What follows belongs to an exercise in optimizing a design on an open flow for small area and a short achievable clock period; a production flow would make more cautious choices.
In this exercise RTL edits were held to simulation tests only and were not proved equivalent to the original.
Power is estimated from default activity; no workload was simulated.

== run R ==
// MIPS
module MIPS
(
input  wire        CLK ,
input  wire        RST ,
output wire [31:0] imem_addr ,
input  wire [31:0] imem_rdata ,
output wire [31:0] dmem_addr ,
output wire [31:0] dmem_wdata ,
output wire        dmem_we ,
input  wire [31:0] dmem_rdata
);
wire [5:0]  op    = imem_rdata[31:26];
wire [4:0]  rs    = imem_rdata[25:21];
wire [4:0]  rt    = imem_rdata[20:16];
wire [4:0]  rd    = imem_rdata[15:11];
wire [5:0]  funct = imem_rdata[5:0];
wire [15:0] imm16 = imem_rdata[15:0];
wire [31:0] imm   = {{16{imm16[15]}}, imm16};
wire isR    = (op == 6'b000000);
wire isLW   = (op == 6'b100011);
wire isSW   = (op == 6'b101011);
wire isADDI = (op == 6'b001000);
wire isBEQ  = (op == 6'b000100);
wire isJ    = (op == 6'b000010);
wire fSub   = (funct == 6'b100010);
wire fSlt   = (funct == 6'b101010);
wire fMul   = (funct == 6'b011100);
wire        useImm = isLW | isSW | isADDI;
wire        sub    = isR & (fSub | fSlt);
wire        isMul  = isR & fMul;
wire        selSlt = isR & fSlt;
reg  [63:0] P;
reg  [4:0]  pd;
reg         pv;
wire [31:0] Pval;
MulResolve mres (.rows(P), .p(Pval));
wire        normWE = (isR & ~fMul) | isLW | isADDI;
wire [4:0]  normWA = isR ? rd : rt;
wire        regWE  = isMul ? pv : normWE;
wire [4:0]  wAddr  = isMul ? pd : normWA;
wire [31:0] RD1n, RD2n;
wire [31:0] WD;
Register_File RF (
  .CLK(CLK), .RST(RST), .WE3(regWE),
  .A1(rs), .A2(rt), .A3(wAddr), .WD3(WD),
  .pv(pv), .pd(pd), .Pval(Pval),
  .RD1n(RD1n), .RD2n(RD2n)
);
wire [31:0] x0 = useImm ? imm : {32{sub}};
wire [31:0] x1 = useImm ? imm : {32{~sub}};
wire [31:0] Bx;
genvar gi;
generate
  for (gi = 0; gi < 32; gi = gi + 1) begin : bs
    BSel u (.rdn(RD2n[gi]), .x0(x0[gi]), .x1(x1[gi]), .y(Bx[gi]));
  end
endgenerate
wire [31:0] sum;
wire        ltu;
wire [63:0] rows;
ALU ALU1 (
  .An(RD1n), .Bx(Bx), .Mn(RD2n), .sub(sub),
  ...
clock: 18.5 ns
lec_check: 0
cap_margin: 20
core_margin: 2
core_utilization: 35
slew_margin: 20
synth_hierarchical: 1
synth_minimum_keep_size: 0
standard.sh (not shown) runs the stock make flow with config.mk's settings and CLKGATE_MAP_FILE= SYNTH_SCRIPT=/design/flow/synth_recipe.tcl, a recipe that flattens the netlist after the stock synthesis.
==> flow/flow/run.sh <==
#!/bin/bash
# The standard layout (standard.sh), with two changes to how it is made:
# the port buffers are buf_2 cells, which timing repair may then resize,
# instead of the default delay buffers; and timing repair aims for 7 ns of
# setup slack instead of the usual margin. The constraints are the standard flow's.
set -euo pipefail
export BUFFER_PORTS_ARGS="-buffer_cell sky130_fd_sc_hd__buf_2"
export SETUP_SLACK_MARGIN=7
bash standard.sh > standard.log 2>&1
What run G does differently from run R at the input level:
==> flow/flow/run.sh <==
#!/bin/bash
# The standard layout (standard.sh), with two changes to how it is made:
# the port buffers are buf_2 cells, which timing repair may then resize,
# instead of the default delay buffers; and timing repair aims for 7.5 ns of
# setup slack instead of the usual margin. The constraints are the standard flow's.
set -euo pipefail
export BUFFER_PORTS_ARGS="-buffer_cell sky130_fd_sc_hd__buf_2"
export SETUP_SLACK_MARGIN=7.5
bash standard.sh > standard.log 2>&1
## What came out
Run G finished every step from synthesis to the final layout, and the layout passed the timing, design-rule and antenna checks.
Total power of run G is higher than that of run R.
Measured against each other, run G and run R differ in final critical delay including setup and external delays, the lower figure coming from run R.
Delta (run G minus run R): clock skew up 0.0062 ns; sequential share of cell area now sits lower; area growth from synthesis to layout went up.


Another version of the RTL of MIPS (not shown whole).
For scale: roughly 6900 cells after synthesis, ~1200 flip-flops, ~160 I/O pins, ~0.064 mm2 of cells after synthesis.
// MIPS
module MIPS
(
input  wire        CLK ,
input  wire        RST ,
output wire [31:0] imem_addr ,
input  wire [31:0] imem_rdata ,
output wire [31:0] dmem_addr ,
output wire [31:0] dmem_wdata ,
output wire        dmem_we ,
input  wire [31:0] dmem_rdata
);
Settings: LEC_CHECK=0, CAP_MARGIN=20, CORE_MARGIN=2, CORE_UTILIZATION=35, SETUP_SLACK_MARGIN=5, SLEW_MARGIN=20, SYNTH_HIERARCHICAL=1, SYNTH_MINIMUM_KEEP_SIZE=0; clock period 18.5 ns.
run.sh (not shown) runs the stock make flow with config.mk's settings and CLKGATE_MAP_FILE= SYNTH_SCRIPT=/design/flow/synth_recipe.tcl, a recipe that flattens the netlist after the stock synthesis.
Stock flow here: none of the scripts above is used.
The starting point completed with no timing, DRC or antenna violations.
Edit:
==> flow/flow/run.sh (new file) <==
#!/bin/bash
# The standard layout (standard.sh), with two changes to how it is made:
# the port buffers are buf_2 cells, which timing repair may then resize,
# instead of the default delay buffers; and timing repair aims for 7 ns of
# setup slack instead of the usual margin. The constraints are the standard flow's.
set -euo pipefail
export BUFFER_PORTS_ARGS="-buffer_cell sky130_fd_sc_hd__buf_2"
export SETUP_SLACK_MARGIN=7
bash standard.sh > standard.log 2>&1
==> flow/standard.sh (new file) <==
#!/bin/bash
# synth_recipe.tcl (not shown) runs the flow's synth.tcl, then flattens the netlist and writes it again
# the make line also repeats each setting of config.mk as NAME=value (left out here)
make -C /OpenROAD-flow-scripts/flow DESIGN_CONFIG=/design/flow/config.mk WORK_HOME=/design/flow/orfs CLKGATE_MAP_FILE= SYNTH_SCRIPT=/design/flow/synth_recipe.tcl "${@:-finish}"
Settings changed: SETUP_SLACK_MARGIN 5 to unset.
removed: flow/run.sh
After rerunning:
- The new run completed with no timing, DRC or antenna violations
- die area is unchanged
- area after synthesis does not change
- power climbs by 1.4%
- sequential power barely changes
- count of clock-buffer cells in the layout rises by 9
- non-clock buffer count went up by 138
- routed wire length came out higher by about 5.4%
- cell area rises by about 4.5%
- sequential share of layout area goes down by 1.4 points
- sequential cell count is unchanged

## afterwards: timing with drivers on the ports
The results above use ideal ports. As a check the final layouts listed here were re-extracted and re-timed, cells and wires unchanged. Step 1 (the two cells are an assumption about what drives the block):
set clk [get_ports {CLK}]
set_driving_cell -lib_cell sky130_fd_sc_hd__clkbuf_16 $clk
set_driving_cell -lib_cell sky130_fd_sc_hd__buf_2 [delete_from_list [all_inputs] $clk]
Step 2 adds t to the input delays and takes it off the output delays; t is the mean of the earliest and latest rising clock arrival at the registers after step 1. Input paths then give back, and output paths get back, about the clock's delay inside the block. Three values: no drivers, after step 1, after step 2; two values: the first two.
| run | t, ns | setup slack, ns | hold slack, ns | worst register clock-pin slew, ns | worst data-port slew with drivers (ns) |
|---|---|---|---|---|---|
| run R | 0.877 | 6.949 / 6.876 / 6.876 | 0.464 / 0.464 / 0.464 | 0.08 / 0.08 | 0.19 |
| run G | 0.843 | 6.856 / 6.618 / 6.618 | 0.463 / 0.463 / 0.463 | 0.07 / 0.07 | 0.25 |
| the first run of note 2 | 0.855 | 5.166 / 5.140 / 5.140 | 0.461 / 0.461 / 0.461 | 0.07 / 0.07 | 0.08 |
| the second run of note 2 | 0.887 | 6.200 / 6.089 / 6.089 | 0.463 / 0.463 / 0.463 | 0.07 / 0.07 | 0.17 |
After both steps every run listed still meets setup and hold. The setup slack of run G, which loses most, moves by -0.238 ns with the drivers and by -0.238 ns with both steps.
